What follows belongs to an exercise in optimizing a design on an open flow for small area; a production flow would make more cautious choices. Only simulation tests tie the RTL to the original design; equivalence was not proved. Power figures rest on the tool's default switching activity, not on a simulated workload.

<file path="flow/design.v">
module main(
    input clock,
    input [7:0] Instruction,
    input reset,
    output [7:0] read_address,
    output [6:0] BCD_output1,
    output [6:0] BCD_output2,
    output [6:0] BCD_output3,
    output [6:0] BCD_output4
    );
    function [6:0] seg;
        input [3:0] v;
        case (v)
            4'h0: seg = 7'b1111110;
            4'h1: seg = 7'b0110000;
            4'h2: seg = 7'b1101101;
            4'h3: seg = 7'b1111001;
            4'h4: seg = 7'b0110011;
            4'h5: seg = 7'b1011011;
            4'h6: seg = 7'b1011111;
            4'h7: seg = 7'b1110000;
            4'h8: seg = 7'b1111111;
            4'h9: seg = 7'b1111011;
            4'hA: seg = 7'b1110111;
            4'hB: seg = 7'b0011111;
            4'hC: seg = 7'b1001110;
            4'hD: seg = 7'b0111101;
            4'hE: seg = 7'b1001111;
            default: seg = 7'b1000111;
        endcase
    endfunction
    reg  [7:0] pc;
    reg  [7:0] r0, r1, r2, r3;
    reg        ready;
    reg        m1b0;             
    wire [1:0] op = Instruction[7:6];
    wire [1:0] rs = Instruction[5:4];
    wire [1:0] rt = Instruction[3:2];
    wire [1:0] lo = Instruction[1:0];
    wire [7:0] sx = {{6{lo[1]}}, lo};
    wire is_add = (op == 2'b00);
    wire is_lw  = (op == 2'b01);
    wire is_sw  = (op == 2'b10);
    wire is_j   = (op == 2'b11);
    reg [7:0] a_val, b_val;
    always @* begin
        case (rs)
            2'd0: a_val = r0;
            2'd1: a_val = r1;
            2'd2: a_val = r2;
            default: a_val = r3;
        endcase
        case (rt)
            2'd0: b_val = r0;
            2'd1: b_val = r1;
            2'd2: b_val = r2;
            default: b_val = r3;
        endcase
    end
    wire [7:0] alu = a_val + ((is_lw | is_sw) ? sx : b_val);
    wire       inrange = (alu[7:5] == 3'd0);
    wire [3:0] dlo;              
    wire [7:0] dhi;              
    genvar j, k, w, b;
    generate
        for (j = 0; j < 4; j = j + 1) begin : g_dlo
            assign dlo[j] = (alu[1:0] == j);
        end
        for (k = 0; k < 8; k = k + 1) begin : g_dhi
            assign dhi[k] = (alu[4:2] == k) && inrange;
        end
    endgenerate
    wire [3:0] n_rlo = ~dlo;
    wire [7:0] n_rhi = ~(dhi & {8{is_lw & ready}});
    wire       n_rhi0x = ~(dhi[0] & is_lw);              
    wire [3:0] n_wlo = ~dlo & {4{ready}};
    wire [7:0] n_whi = ~(dhi & {8{is_sw}}) & {8{ready}};
    wire       we_m1 = dlo[1] & dhi[0] & is_sw;
    wire [31:0] rsel, wsel;
    wire        rsel1x;
    generate
        for (w = 0; w < 32; w = w + 1) begin : g_sel
            c_nor2 u_r (.a(n_rlo[w % 4]), .b(n_rhi[w / 4]), .y(rsel[w]));
            c_nor2 u_w (.a(n_wlo[w % 4]), .b(n_whi[w / 4]), .y(wsel[w]));
        end
    endgenerate
    c_nor2 u_r1x (.a(n_rlo[1]), .b(n_rhi0x), .y(rsel1x));
    wire [7:0] d0 = b_val & {8{ready}};
    wire [7:0] d1 = b_val | {8{~ready}};
    wire [7:0] mq [0:31];
    generate
        for (w = 0; w < 32; w = w + 1) begin : g_mem
            localparam [7:0] INIT = (w < 16) ? w : ((256 - (w - 16)) % 256);
            reg [7:0] m;
            for (b = 0; b < 8; b = b + 1) begin : g_bit
                if (w == 1 && b == 0) begin : g_x
                    assign mq[w][b] = m1b0;
                end else begin : g_f
                    always @(posedge clock)
                        if (wsel[w])
                            m[b] <= INIT[b] ? d1[b] : d0[b];
                    assign mq[w][b] = m[b];
                end
            end
        end
    endgenerate
    wire nlw = ~is_lw;
    wire [7:0] wd;
    generate
        for (b = 0; b < 8; b = b + 1) begin : g_rd
            wire [10:0] t;
            wire [31:0] sl = (b == 0) ? {rsel[31:2], rsel1x, rsel[0]} : rsel;
            for (k = 0; k < 10; k = k + 1) begin : g_t
                c_aoi222 u (.a1(sl[3*k]), .a2(mq[3*k][b]),
                            .b1(sl[3*k+1]), .b2(mq[3*k+1][b]),
                            .c1(sl[3*k+2]), .c2(mq[3*k+2][b]), .y(t[k]));
            end
            c_aoi222 u_last (.a1(sl[30]), .a2(mq[30][b]), .b1(sl[31]), .b2(mq[31][b]),
                             .c1(nlw), .c2(alu[b]), .y(t[10]));
            wire p0, p1, p2;
            c_nand4 u_p0 (.a(t[0]), .b(t[1]), .c(t[2]), .d(t[3]), .y(p0));
            c_nand4 u_p1 (.a(t[4]), .b(t[5]), .c(t[6]), .d(t[7]), .y(p1));
            c_nand3 u_p2 (.a(t[8]), .b(t[9]), .c(t[10]), .y(p2));
            c_or3   u_o  (.a(p0), .b(p1), .c(p2), .y(wd[b]));
        end
    endgenerate
    always @(posedge clock or posedge reset) begin
        if (reset) begin
            ready <= 1'b0;
            m1b0 <= 1'b1;
            pc <= 8'd0;
            r0 <= 8'd0; r1 <= 8'd0; r2 <= 8'd0; r3 <= 8'd0;
        end else begin
            ready <= 1'b1;
            if (we_m1)
                m1b0 <= b_val[0];
            pc <= pc + 8'd1 + (is_j ? sx : 8'd0);
            if (is_add)
                case (lo)
                    2'd0: r0 <= wd;
                    2'd1: r1 <= wd;
                    2'd2: r2 <= wd;
                    default: r3 <= wd;
                endcase
            else if (is_lw)
                case (rt)
                    2'd0: r0 <= wd;
                    2'd1: r1 <= wd;
                    2'd2: r2 <= wd;
                    default: r3 <= wd;
                endcase
        end
    end
    assign read_address = pc;
    assign BCD_output1 = seg(wd[3:0]);
    assign BCD_output2 = seg(wd[7:4]);
    assign BCD_output3 = seg(pc[3:0]);
    assign BCD_output4 = seg(pc[7:4]);
endmodule
module c_nor2(input a, input b, output y);
    assign y = ~(a | b);
endmodule
module c_nand3(input a, input b, input c, output y);
    assign y = ~(a & b & c);
endmodule
module c_nand4(input a, input b, input c, input d, output y);
    assign y = ~(a & b & c & d);
endmodule
module c_or3(input a, input b, input c, output y);
    assign y = a | b | c;
endmodule
module c_aoi222(input a1, input a2, input b1, input b2, input c1, input c2, output y);
    assign y = ~((a1 & a2) | (b1 & b2) | (c1 & c2));
endmodule
</file>
<file path="flow/run.sh">
#!/bin/bash
# synth_recipe.tcl (not shown) runs the flow's synth.tcl, then flattens the netlist and writes it again
# the make line also repeats each setting of config.mk as NAME=value (left out here)
make -C /OpenROAD-flow-scripts/flow DESIGN_CONFIG=/design/flow/config.mk WORK_HOME=/design/flow/orfs CLKGATE_MAP_FILE= SYNTH_SCRIPT=/design/flow/synth_recipe.tcl finish
</file>
<file path="flow/config.mk">
export PLATFORM = sky130hd
export DESIGN_NAME = main
export DESIGN_NICKNAME = main
export VERILOG_FILES = /design/flow/design.v
export SDC_FILE = /design/flow/constraint.sdc
export NUM_CORES = 4
export LEC_CHECK = 0
export CAP_MARGIN = 20
export CORE_MARGIN = 2
export CORE_UTILIZATION = 60
export CTS_BUF_LIST = sky130_fd_sc_hd__clkbuf_8 sky130_fd_sc_hd__clkbuf_16
export CTS_CLUSTER_DIAMETER = 60
export CTS_CLUSTER_SIZE = 30
export SLEW_MARGIN = 20
export SYNTH_HIERARCHICAL = 1
export SYNTH_MINIMUM_KEEP_SIZE = 0
</file>
<file path="flow/constraint.sdc">
create_clock -name core_clock -period 10.0 [get_ports {clock}]
set_input_delay 2.0000 -clock core_clock [delete_from_list [all_inputs] [get_ports {clock}]]
set_output_delay 2.0000 -clock core_clock [all_outputs]
set_load 0.01 [all_outputs]
</file>
==> flow_metrics.tcl, run 1 <==
set metrics [dict create \
    r2r_start "r3[0]$_DFFE_PP0P_" \
    finalWorstPathRequiredPeriod_ps 9756 \
    flow.area_growth_from_synthesis_pct 17.74 \
    vias 8583 \
    crit_required_ps 8000 \
    avgViaCountPerCell 6.695 \
    mappedNetlistNets 920 \
    routed-wl-met3_um 2877 \
    synth.yosys.seq_area_share_pct 67.77 \
    drive_gt1_share_pct 19.66 \
    leading_cell_type_in_the_layout_fill_and_taps_excluded "sky130_fd_sc_hd__edfxtp_1" \
    clock_path_buffers 3 \
    pins_over_their_slew_limit 0 \
    floorplan.rows 53 \
    ant_diodes 0 \
    unique_cell_type_count_in_the_yosys_netlist 48 \
    clkLatencyLatePin_ps 550 \
    leakage_nw 5.591 \
    detail_route.iter0.violations 1057 \
    syn-cell-area_mm2 0.01285 \
    worst_setup_path_end_kind "primary output" \
    setup.worst_path.class "input pin to primary output" \
    start_kind "input pin" \
    routed_wire_length_per_instance_um 25.67 \
    numClockSinks 297 \
    grt_first_pass_wirelength_um 49350 \
    postRouteAntennaNets 0 \
    timing.slew.headroom_pct 27.17 \
    die_height_um 150.4 \
    io_buffer_count 45 \
    post-route-period-util_pct 97.56 \
    die_area_mm2 0.02261 \
    worstMarginPinSlew_ps 1093 \
    commonest_cells_after_routing_fill_and_taps_aside "sky130_fd_sc_hd__edfxtp_1, sky130_fd_sc_hd__a222oi_1, sky130_fd_sc_hd__nor2_1, sky130_fd_sc_hd__buf_4, sky130_fd_sc_hd__ha_1" \
    synth_area_leader_cell "sky130_fd_sc_hd__edfxtp_1" \
    drv_cap 0 \
    route.met2.wl_um 16250 \
    post-place-ws_ps -244.7 \
    global_route.usage.total_pct 29.67 \
    finalWirelength_um 32910 \
    power_density_mw_per_mm2 340.0 \
    dominantRegCellSynth "sky130_fd_sc_hd__edfxtp_1" \
    synth_seq_cells 297 \
    clock_skew_after_layout_ps 36.60 \
    synth_enable_flop_cells 255 \
    max_freq_mhz 102.5 \
    worstHoldStart "r1[1]$_DFFE_PP0P_" \
    cell_types_with_the_largest_area_share_after_synthesis "sky130_fd_sc_hd__edfxtp_1, sky130_fd_sc_hd__dfrtp_1, sky130_fd_sc_hd__a222oi_1, sky130_fd_sc_hd__ha_1, sky130_fd_sc_hd__mux4_2" \
    drcViolationCount 0 \
    clkTransAtPathRegs_ps 90 \
    topmost_layer_with_routed_signal_wires "met4" \
    crit_path_arrival_time_ps 7760 \
    grt_antenna_before_repair 0 \
    ys_warn_count 7 \
    grt_overflow_total 0 \
    maximum_number_of_pins_on_one_net_before_global_route_repair 43 \
    min-delay-path-class "register to register" \
    yosys.area.top_type_share_pct 59.58 \
    hold_viol 0 \
    tritoncts "yes" \
    cts_inserted_buffers 21 \
    m1WireLength_um 12740 \
    total_power_w 0.005145 \
    core_area_mm2 0.02102 \
    number_of_i_o_pins 46 \
    setup_repair_after_global_routing_missed_its_margin "no" \
    synth_cells 862 \
    gp_congestion 0.8954 \
    die-width_um 150.4 \
    status "no timing/DRC/antenna violations" \
    ys_async_sr_fraction_pct 14.14 \
    post_synthesis_mean_instance_area_um2 14.91 \
    endpoints_failing_setup 0 \
    start_util_pct 61.14 \
    path_max_fanout 8 \
    grt_pass1_vias 8404 \
    worst_setup_path_startpoint "Instruction[7]" \
    setup_slack_ps 244.1 \
    detailedRoute.firstPassIterationCount 8 \
    irDropWorstVdd_mv 0.2864 \
    clock-root-buffer "sky130_fd_sc_hd__clkbuf_16" \
    place.detailed.hpwl_um 22600 \
    final_nets 1050 \
    cts-htree-levels 1 \
]
through the flow:
stage / hold WS, ps / TNS (ps) / util [%] / instance area, um2 / cells
after floorplan: 460.9 / 0 / - / 12850 / 862
after global placement: 490.8 / -27.69 / 67.06 / 14100 / 1233
after detailed placement: 508.6 / -537.0 / 67.11 / 14110 / 1234
after CTS: 528.4 / 0 / 71.04 / 14930 / 1272
after global routing: 558.6 / 0 / 71.98 / 15130 / 1282
final: 525.0 / 0 / 71.98 / 15130 / 1282
routing by layer:
metal | vias up | global-route usage (%)
met5 | - | 0
met4 | 0 | 10.61
met3 | 64 | 5.394
met2 | 449 | 48.52
met1 | 4333 | 40.41
li1 | 3737 | -
what timing repair did:
action                     CTS  global route
pin swaps                    1            17
hold buffers                 0             0
resized for setup            8            29
setup endpoints to repair   11            14
buffers inserted             0            10
report_power, final:
group | total (W) | internal, W | switching [W]
Sequential | 0.00203 | 0.00185 | 0.000184
Clock | 0.000949 | 0.000459 | 0.000490
Combinational | 0.00216 | 0.000912 | 0.00125
kinds of logic (layout without fill, tap and decap cells):
kind of cell / count (synthesis) / count (layout) / synth area share [%]
xor+xnor: 12 / 12 / 0.8178
fa+ha+maj: 48 / 48 / 4.790
mux: 49 / 49 / 5.987
flops: 297 / 297 / 67.77
buf+inv: 66 / 211 / 2.054
simple gates: 206 / 206 / 7.379
other cells: 1 / 1 / 0.02918
compound gates: 183 / 183 / 11.18
worst paths after layout:
check	to	slack, ps	depth (start not counted)
min reg2reg	r1[1]$_DFFE_PP0P_	530	2
min in group asynchronous	pc[1]$_DFF_PP0_	1910	3
max	BCD_output2[3]	240	24
min	r1[1]$_DFFE_PP0P_	530	2
max in group asynchronous	r2[7]$_DFFE_PP0P_	7670	3
max reg2reg	r1[3]$_DFFE_PP0P_	4880	19
synthesized netlist by cell type, drive strengths merged, types with 3 or more instances:
library cell,instances
edfxtp,255
nor2,95
a222oi,88
ha,46
inv,45
nand2,43
dfrtp,41
a21oi,36
o21ai,32
mux2,23
mux4,20
clkbuf,17
nand4,16
nand3,11
xnor2,9
or3,8
nand2b,7
mux2i,6
nor2b,6
nor3,6
and2,5
a21o,4
a211oi,3
a22oi,3
a32oi,3
buf,3
o21bai,3
o32a,3
or2,3
xor2,3
layout make-up:
class | instances | area (um2)
Inverter | 46 | 172.7
Fill cell | 1346 | 5889
Multi-Input combinational cell | 499 | 4036
Timing Repair Buffer | 127 | 1077
Sequential cell | 297 | 8710
Clock buffer | 21 | 525.5
Tap cell | 275 | 344.1
Clock inverter | 17 | 266.5
flip-flops by register name, summed over array words and instances, names as in the netlist:
name and count:
m1b0 1, r2 8, pc 8, r3 8, r1 8, g_mem.m 255, r0 8, ready 1
modules after synthesis, one instance, submodules excluded:
module	cell area [um2]	cells inside	times used
c_nand3	5.005	1	8
main	11540	677	1
c_aoi222	10.01	1	88
c_or3	6.256	1	8
c_nand4	6.256	1	16
c_nor2	3.754	1	65
critical path, cell delays in order:
cell	delay, ps
sky130_fd_sc_hd__clkdlybuf4s50_1	490
sky130_fd_sc_hd__inv_1	90
sky130_fd_sc_hd__ha_4	310
sky130_fd_sc_hd__mux2_2	340
sky130_fd_sc_hd__ha_1	200
sky130_fd_sc_hd__buf_4	140
sky130_fd_sc_hd__a211oi_1	230
sky130_fd_sc_hd__o21bai_1	140
sky130_fd_sc_hd__a41oi_2	250
sky130_fd_sc_hd__xnor2_2	150
sky130_fd_sc_hd__or4_4	170
sky130_fd_sc_hd__nor4_4	50
sky130_fd_sc_hd__buf_4	180
sky130_fd_sc_hd__nand2_2	150
sky130_fd_sc_hd__nor2_1	70
sky130_fd_sc_hd__buf_4	180
sky130_fd_sc_hd__a222oi_1	480
sky130_fd_sc_hd__nand4_1	240
sky130_fd_sc_hd__or3_4	440
sky130_fd_sc_hd__buf_4	160
sky130_fd_sc_hd__ha_1	230
sky130_fd_sc_hd__mux4_2	470
sky130_fd_sc_hd__inv_1	60
sky130_fd_sc_hd__clkdlybuf4s50_1	520
==> inputs of run 2 (changes only) <==
--- a/flow/config.mk
+++ b/flow/config.mk
@@ -8,8 +8,5 @@
 export CAP_MARGIN = 20
 export CORE_MARGIN = 2
-export CORE_UTILIZATION = 60
-export CTS_BUF_LIST = sky130_fd_sc_hd__clkbuf_8 sky130_fd_sc_hd__clkbuf_16
-export CTS_CLUSTER_DIAMETER = 60
-export CTS_CLUSTER_SIZE = 30
+export CORE_UTILIZATION = 40
 export SLEW_MARGIN = 20
 export SYNTH_HIERARCHICAL = 1
==> run 2 against run 1 <==
Net effect:
- flip-flop and latch count unchanged
- core utilization down 23 points
- critical path depth is the same
- synthesized cell count did not move
- via count shrank 3.1%
- critical path type unchanged
- largest cell class unchanged
==> flow_metrics.tcl, run 2 <==
set metrics [dict create \
    place.detailed.hpwl_um 21980 \
    clock_path_buffers 3 \
    synth_cells 862 \
    routed_wire_length_per_instance_um 22.33 \
    flow.area_growth_from_synthesis_pct 20.25 \
    synth.yosys.seq_area_share_pct 67.77 \
    total_power_w 0.005240 \
    pins_over_their_slew_limit 0 \
    min-delay-path-class "register to register" \
    finalWorstPathRequiredPeriod_ps 9801 \
    clock_skew_after_layout_ps 8.677 \
    ys_async_sr_fraction_pct 14.14 \
    leakage_nw 5.602 \
    setup.worst_path.class "input pin to primary output" \
    cell_types_with_the_largest_area_share_after_synthesis "sky130_fd_sc_hd__edfxtp_1, sky130_fd_sc_hd__dfrtp_1, sky130_fd_sc_hd__a222oi_1, sky130_fd_sc_hd__ha_1, sky130_fd_sc_hd__mux4_2" \
    drcViolationCount 0 \
    path_max_fanout 5 \
    commonest_cells_after_routing_fill_and_taps_aside "sky130_fd_sc_hd__edfxtp_1, sky130_fd_sc_hd__a222oi_1, sky130_fd_sc_hd__nor2_1, sky130_fd_sc_hd__buf_4, sky130_fd_sc_hd__ha_1" \
    drive_gt1_share_pct 20.24 \
    grt_antenna_before_repair 1 \
    postLayoutCoreUtil_pct 48.85 \
    grt_pass1_vias 8150 \
    number_of_i_o_pins 46 \
    io_buffer_count 45 \
    grt_first_pass_wirelength_um 47860 \
    core_area_mm2 0.03164 \
    die_area_mm2 0.03358 \
    most_used_standard_cells_in_the_synthesized_netlist "sky130_fd_sc_hd__edfxtp_1, sky130_fd_sc_hd__nor2_1, sky130_fd_sc_hd__a222oi_1" \
    finalWirelength_um 31480 \
    crit_required_ps 8000 \
    post_synthesis_mean_instance_area_um2 14.91 \
    cts-htree-levels 1 \
    final_nets 1042 \
    registers.top_by_ff_count "g_mem.m" \
    maximum_number_of_pins_on_one_net_before_global_route_repair 43 \
    global_route.usage.total_pct 18.73 \
    numClockSinks 297 \
    synth_area_leader_cell "sky130_fd_sc_hd__edfxtp_1" \
    ys_warn_count 7 \
    irDropWorstVdd_mv 0.3044 \
    most_frequent_cell_after_synthesis "sky130_fd_sc_hd__edfxtp_1" \
    dominantRegCellSynth "sky130_fd_sc_hd__edfxtp_1" \
    synth_seq_cells 297 \
    totalNegativeSetupSlack_ps 0 \
    endpoints_failing_setup 0 \
    leading_cell_type_in_the_layout_fill_and_taps_excluded "sky130_fd_sc_hd__edfxtp_1" \
    detailedRoute.firstPassIterationCount 8 \
    syn-cell-area_mm2 0.01285 \
    gp_congestion 0.8531 \
    die-width_um 183.3 \
    setup_repair_after_global_routing_missed_its_margin "yes" \
    finalNonFillerCells 1410 \
    tritoncts "yes" \
    power_density_mw_per_mm2 339.0 \
    fillers 2627 \
    clkTransAtPathRegs_ps 60 \
    hold_viol 0 \
    post-route-period-util_pct 98.01 \
    avgViaCountPerCell 5.901 \
    cts.hold.buffers_added 0 \
    worst_setup_path_end_kind "primary output" \
    place.detailed.instances 1351 \
    detail_route.iter0.violations 1097 \
    vias 8321 \
    yosys.area.top_type_share_pct 59.58 \
    crit_path_arrival_time_ps 7800 \
    drv_cap 0 \
    clkLatencyLatePin_ps 550 \
    start_util_pct 40.62 \
    cts_inserted_buffers 30 \
    postRouteAntennaNets 0 \
    mappedNetlistNets 920 \
    ant_diodes 0 \
    worstMarginPinSlew_ps 999.1 \
    synth_enable_flop_cells 255 \
    die_height_um 183.3 \
    grt_overflow_total 0 \
    max_freq_mhz 102.0 \
    timing.slew.headroom_pct 33.39 \
    unique_cell_type_count_in_the_yosys_netlist 48 \
    status "no timing/DRC/antenna violations" \
    clock-root-buffer "sky130_fd_sc_hd__clkbuf_16" \
    floorplan.rows 65 \
    start_kind "input pin" \
    largest_register_ff_count 255 \
]
-- run 2: through the flow --
| step | area (um2) | worst slack [ps] | hold WS (ps) |
|---|---|---|---|
| floorplan | 12850 | 1272 | 460.9 |
| global placement | 14180 | -70.08 | 487.3 |
| detailed placement | 14190 | -183.5 | 494.0 |
| CTS | 15280 | -2.363 | 507.6 |
| global route | 15450 | -45.41 | 529.3 |
| finish | 15450 | 198.9 | 508.7 |
-- run 2: final cells by class --
type                            instances  area, um2  area share (%)
Inverter                               46      172.7           1.117
Sequential cell                       297       8710           56.36
Timing Repair Buffer                  110      948.4           6.137
Clock buffer                           42      889.6           5.756
Tap cell                              402      503.0           3.255
Multi-Input combinational cell        499       4106           26.57
Clock inverter                         14      125.1          0.8096
-- run 2: metal layers --
metal  vias to the layer above  GRT usage (%)  part of all wire [%]  wire length (um)
met1                      4225          26.37                    43             13500
met2                       325          30.79                    48             15220
li1                       3733              -                     -                 -
met5                         -              0                     0                 0
met3                        38          2.482                   6.9              2178
met4                         0          5.088                   1.8               581
-- run 2: worst max-delay path, cell delays in order --
cell and delay, ps:
sky130_fd_sc_hd__clkdlybuf4s50_1 530, sky130_fd_sc_hd__mux4_2 530, sky130_fd_sc_hd__mux2_2 280, sky130_fd_sc_hd__ha_1 210
sky130_fd_sc_hd__inv_1 70, sky130_fd_sc_hd__fa_1 200, sky130_fd_sc_hd__nor2b_1 70, sky130_fd_sc_hd__o31a_1 280
sky130_fd_sc_hd__o21ai_1 160, sky130_fd_sc_hd__o31ai_2 100, sky130_fd_sc_hd__or4_4 540, sky130_fd_sc_hd__nor4_4 290
sky130_fd_sc_hd__buf_6 180, sky130_fd_sc_hd__nand2_2 150, sky130_fd_sc_hd__nor2_4 230, sky130_fd_sc_hd__a222oi_1 140
sky130_fd_sc_hd__nand4_1 180, sky130_fd_sc_hd__or3_4 200, sky130_fd_sc_hd__inv_1 90, sky130_fd_sc_hd__ha_1 290
sky130_fd_sc_hd__inv_1 40, sky130_fd_sc_hd__mux4_2 450, sky130_fd_sc_hd__inv_1 70, sky130_fd_sc_hd__clkdlybuf4s50_1 530
-- run 2: per-module statistics from Yosys (local to each module, per instance) --
module / cell area [um2] / copies in the design
main: 11540 / 1
c_aoi222: 10.01 / 88
c_nand4: 6.256 / 16
c_or3: 6.256 / 8
c_nand3: 5.005 / 8
c_nor2: 3.754 / 65
-- run 2: worst paths after layout --
kind | startpoint | endpoint | slack, ps | depth (start not counted)
setup reg to reg | r3[0]$_DFFE_PP0P_ | r3[2]$_DFFE_PP0P_ | 4840 | 19
min in group asynchronous | reset | r0[7]$_DFFE_PP0P_ | 1960 | 2
hold / removal | r2[1]$_DFFE_PP0P_ | r2[1]$_DFFE_PP0P_ | 510 | 2
hold reg to reg | r2[1]$_DFFE_PP0P_ | r2[1]$_DFFE_PP0P_ | 510 | 2
max in group asynchronous | reset | pc[5]$_DFF_PP0_ | 7470 | 2
setup / recovery | Instruction[2] | BCD_output2[3] | 200 | 24
-- run 2: power by group --
| group | internal (W) | total, W | switching, W |
|---|---|---|---|
| Sequential | 0.00185 | 0.00202 | 0.000172 |
| Combinational | 0.000862 | 0.00209 | 0.00122 |
| Clock | 0.000671 | 0.00113 | 0.000458 |
| Total | 0.00338 | 0.00524 | 0.00186 |
-- run 2: repair_timing --
item | 4_1_cts | 5_1_grt
setup buffers | 0 | 3
setup endpoints to repair | 5 | 14
gates resized for setup | 24 | 42
endpoints found under the hold margin | 0 | 0
pin swaps | 0 | 11
-- run 2: logic make-up after synthesis --
kind of cell	synth area share [%]
flip-flops	67.77
AND/OR/NAND/NOR	7.379
AO/OA/AOI/OAI	11.18
buffers and inverters	2.054
multiplexers	5.987
adder cells (fa/ha/maj)	4.790
XOR/XNOR	0.8178
other	0.02918
==> inputs of run 3 (changes only) <==
--- a/flow/config.mk
+++ b/flow/config.mk
@@ -9,4 +9,7 @@
 export CORE_MARGIN = 2
 export CORE_UTILIZATION = 40
+export CTS_BUF_LIST = sky130_fd_sc_hd__clkbuf_8
+export CTS_CLUSTER_DIAMETER = 80
+export CTS_CLUSTER_SIZE = 20
 export SLEW_MARGIN = 20
 export SYNTH_HIERARCHICAL = 1
==> run 3 against run 2 <==
Net effect:
- global-route usage down 0.30 points
- synthesized cell count unchanged
- wire length down 1.7%
- via count decreased by 1.3%
- synthesized area unchanged
- first-iteration DRC count decreased by 10%
- setup slack got worse by 9.7 ps
- worst hold slack better by 3.5 ps
- critical endpoint unchanged
- largest power group unchanged
- highest routed layer unchanged
==> flow_metrics.tcl, run 3 <==
set metrics [dict create \
    status "no timing/DRC/antenna violations" \
    path_max_fanout 5 \
    unique_cell_type_count_in_the_yosys_netlist 48 \
    grt_pass1_vias 8005 \
    synth.yosys.seq_area_share_pct 67.77 \
    max_freq_mhz 101.9 \
    worstMarginPinSlew_ps 973.7 \
    place.detailed.hpwl_um 21980 \
    core_area_mm2 0.03164 \
    clock-root-buffer "sky130_fd_sc_hd__clkbuf_8" \
    total_power_w 0.004642 \
    floorplan.rows 65 \
    synth_cells 862 \
    io_buffer_count 45 \
    most_frequent_cell_after_synthesis "sky130_fd_sc_hd__edfxtp_1" \
    final_design_area_no_fill_mm2 0.01474 \
    grt_first_pass_wirelength_um 47150 \
    synth_enable_flop_cells 255 \
    cts_inserted_buffers 19 \
    final_nets 1030 \
    cts-htree-levels 1 \
    ys_async_sr_fraction_pct 14.14 \
    post-route-period-util_pct 98.11 \
    clock_skew_after_layout_ps 29.86 \
    grt_antenna_before_repair 1 \
    setup_repair_after_global_routing_missed_its_margin "yes" \
    endpoints_failing_setup 0 \
    pins_over_their_slew_limit 0 \
    setup.worst_path.class "input pin to primary output" \
    mappedNetlistNets 920 \
    largest_register_ff_count 255 \
    maximum_number_of_pins_on_one_net_before_global_route_repair 43 \
    vias 8215 \
    die_area_mm2 0.03358 \
    gp_congestion 0.8531 \
    number_of_i_o_pins 46 \
    most_used_standard_cells_in_the_synthesized_netlist "sky130_fd_sc_hd__edfxtp_1, sky130_fd_sc_hd__nor2_1, sky130_fd_sc_hd__a222oi_1" \
    min-delay-path-class "register to register" \
    synth_seq_cells 297 \
    placed_area_mm2 0.01419 \
    post_synthesis_mean_instance_area_um2 14.91 \
    clkTransAtPathRegs_ps 110 \
    leakage_nw 5.266 \
    clock_path_buffers 3 \
    start_util_pct 40.62 \
    worst_setup_path_end_kind "primary output" \
    finalHoldWorstSlack_ps 512.2 \
    yosys.area.top_type_share_pct 59.58 \
    leading_cell_type_in_the_layout_fill_and_taps_excluded "sky130_fd_sc_hd__edfxtp_1" \
    crit_required_ps 8000 \
    commonest_cells_after_routing_fill_and_taps_aside "sky130_fd_sc_hd__edfxtp_1, sky130_fd_sc_hd__a222oi_1, sky130_fd_sc_hd__nor2_1, sky130_fd_sc_hd__buf_4, sky130_fd_sc_hd__inv_1" \
    finalWorstPathRequiredPeriod_ps 9811 \
    ys_warn_count 7 \
    postRouteAntennaNets 0 \
    routed_wire_length_per_instance_um 22.41 \
    hold_viol 0 \
    flow.area_growth_from_synthesis_pct 14.67 \
    synth_area_leader_cell "sky130_fd_sc_hd__edfxtp_1" \
    detailedRoute.firstPassIterationCount 5 \
    die_height_um 183.3 \
    drive_gt1_share_pct 18.59 \
    grt_overflow_total 0 \
    ant_diodes 0 \
    finalWirelength_um 30940 \
    detail_route.iter0.violations 983 \
    start_kind "input pin" \
    cell_types_with_the_largest_area_share_after_synthesis "sky130_fd_sc_hd__edfxtp_1, sky130_fd_sc_hd__dfrtp_1, sky130_fd_sc_hd__a222oi_1, sky130_fd_sc_hd__ha_1, sky130_fd_sc_hd__mux4_2" \
    dominantRegCellSynth "sky130_fd_sc_hd__edfxtp_1" \
    totalNegativeSetupSlack_ps 0 \
    clkLatencyLatePin_ps 560 \
    timing.slew.headroom_pct 35.09 \
    registers.top_by_ff_count "g_mem.m" \
    global_route.usage.total_pct 18.43 \
    avgViaCountPerCell 5.949 \
    drv_cap 0 \
    drcViolationCount 0 \
    power_density_mw_per_mm2 315.0 \
    crit_path_arrival_time_ps 7810 \
    syn-cell-area_mm2 0.01285 \
    tritoncts "yes" \
    die-width_um 183.3 \
    irDropWorstVdd_mv 0.3038 \
    numClockSinks 297 \
]
[run 3: repair_timing]
action	4_1_cts	5_1_grt
pin swaps	0	10
buffers inserted	0	2
gates resized for setup	25	38
endpoints found under the setup margin	4	14
hold endpoints to repair	0	0
hold buffers	0	0
[run 3: stage by stage]
step | utilization [%] | cells | worst slack [ps]
2_1_floorplan | - | 862 | 1272
3_3_place_gp | 44.83 | 1351 | -70.08
3_5_place_dp | 44.85 | 1351 | -183.5
4_1_cts | 46.08 | 1379 | -2.450
5_1_grt | 46.58 | 1381 | -64.16
6_report | 46.58 | 1381 | 189.2
[run 3: modules after synthesis, one instance, submodules excluded]
module	times used	cells inside
c_aoi222	88	1
c_nand4	16	1
c_nor2	65	1
main	1	677
c_or3	8	1
c_nand3	8	1
[run 3: per-layer routing]
metal  track usage, %  vias up  share of wire (%)
met4            4.352        0                2.0
met5                0        -                  0
li1                 -     3673                  -
met3            2.720       39                7.1
met2            30.39      324                 48
met1            25.94     4179                 43
[run 3: kinds of logic after synthesis]
group                      share of synthesized area (%)
AOI/OAI and AO/OA                                  11.18
xor gates and xnor gates                          0.8178
adders and majority gates                          4.790
buffers and inverters                              2.054
DFF                                                67.77
muxes                                              5.987
other                                            0.02918
and+or+nand+nor                                    7.379
[run 3: area by class of cell]
type	count	area (um2)
fillers	2707	16900
flip-flops and latches	297	8710
multi-input cells	499	4105
repair buffers	109	933.4
well taps	402	503.0
clock buffers	19	261.5
inverters	46	172.7
clock inverters	9	52.55
[run 3: path summary, 6_finish.rpt]
kind                       cells past startpoint  slack, ps              start                end
setup / recovery                              24        190     Instruction[2]     BCD_output2[3]
hold / removal                                 2        510  r1[1]$_DFFE_PP0P_  r1[1]$_DFFE_PP0P_
setup reg to reg                              19       4930  r3[0]$_DFFE_PP0P_  r2[2]$_DFFE_PP0P_
hold reg to reg                                2        510  r1[1]$_DFFE_PP0P_  r1[1]$_DFFE_PP0P_
max in group asynchronous                      2       7500              reset  r0[1]$_DFFE_PP0P_
min in group asynchronous                      2       1950              reset  r2[5]$_DFFE_PP0P_
[run 3: critical path, cell delays in order]
cell	delay, ps
sky130_fd_sc_hd__clkdlybuf4s50_1	510
sky130_fd_sc_hd__mux4_2	530
sky130_fd_sc_hd__mux2_2	280
sky130_fd_sc_hd__ha_1	210
sky130_fd_sc_hd__inv_1	70
sky130_fd_sc_hd__fa_1	200
sky130_fd_sc_hd__nor2b_1	70
sky130_fd_sc_hd__o31a_1	270
sky130_fd_sc_hd__o21ai_0	150
sky130_fd_sc_hd__o31ai_1	110
sky130_fd_sc_hd__or4_4	540
sky130_fd_sc_hd__nor4_4	310
sky130_fd_sc_hd__buf_6	190
sky130_fd_sc_hd__nand2_2	150
sky130_fd_sc_hd__nor2_4	230
sky130_fd_sc_hd__a222oi_1	150
sky130_fd_sc_hd__nand4_1	180
sky130_fd_sc_hd__or3_4	200
sky130_fd_sc_hd__inv_1	90
sky130_fd_sc_hd__ha_1	280
sky130_fd_sc_hd__inv_1	40
sky130_fd_sc_hd__mux4_2	450
sky130_fd_sc_hd__inv_1	70
sky130_fd_sc_hd__clkdlybuf4s50_1	530
[run 3: power by group]
part | switching [W] | total (W) | internal, W | leakage (nW)
logic | 0.00121 | 0.00208 | 0.000863 | 2.16
registers | 0.000173 | 0.00202 | 0.00185 | 2.94
clock network | 0.000363 | 0.000545 | 0.000182 | 0.171
total | 0.00175 | 0.00464 | 0.00289 | 5.27

==> static timing again, ports no longer ideal <==
In the flow no input, the clock included, has a driving cell. The finished layouts below were timed again as built, in two steps.
Step 1 assumes that a clkbuf_16 drives the clock port and a buf_2 every other input.
Step 2 adds t to the input delays and takes it off the output delays; t is the mean of the earliest and latest rising clock arrival at the registers after step 1. Input paths then give back, and output paths get back, about the clock's delay inside the block.
a / b / c = ideal / step 1 / step 2; a / b = the first two.
| run | t, ns | slack for setup (ns) | hold slack, ns | clock arrival spread, ns |
|---|---|---|---|---|
| run 1 | 0.579 | 0.244 / 0.221 / 0.221 | 0.525 / 0.525 / 0.525 | 0.037 / 0.037 |
| run 2 | 0.600 | 0.199 / 0.175 / 0.175 | 0.509 / 0.509 / 0.509 | 0.011 / 0.010 |
| run 3 | 0.595 | 0.189 / 0.165 / 0.165 | 0.512 / 0.512 / 0.512 | 0.032 / 0.033 |
After both steps every run listed still meets setup and hold.
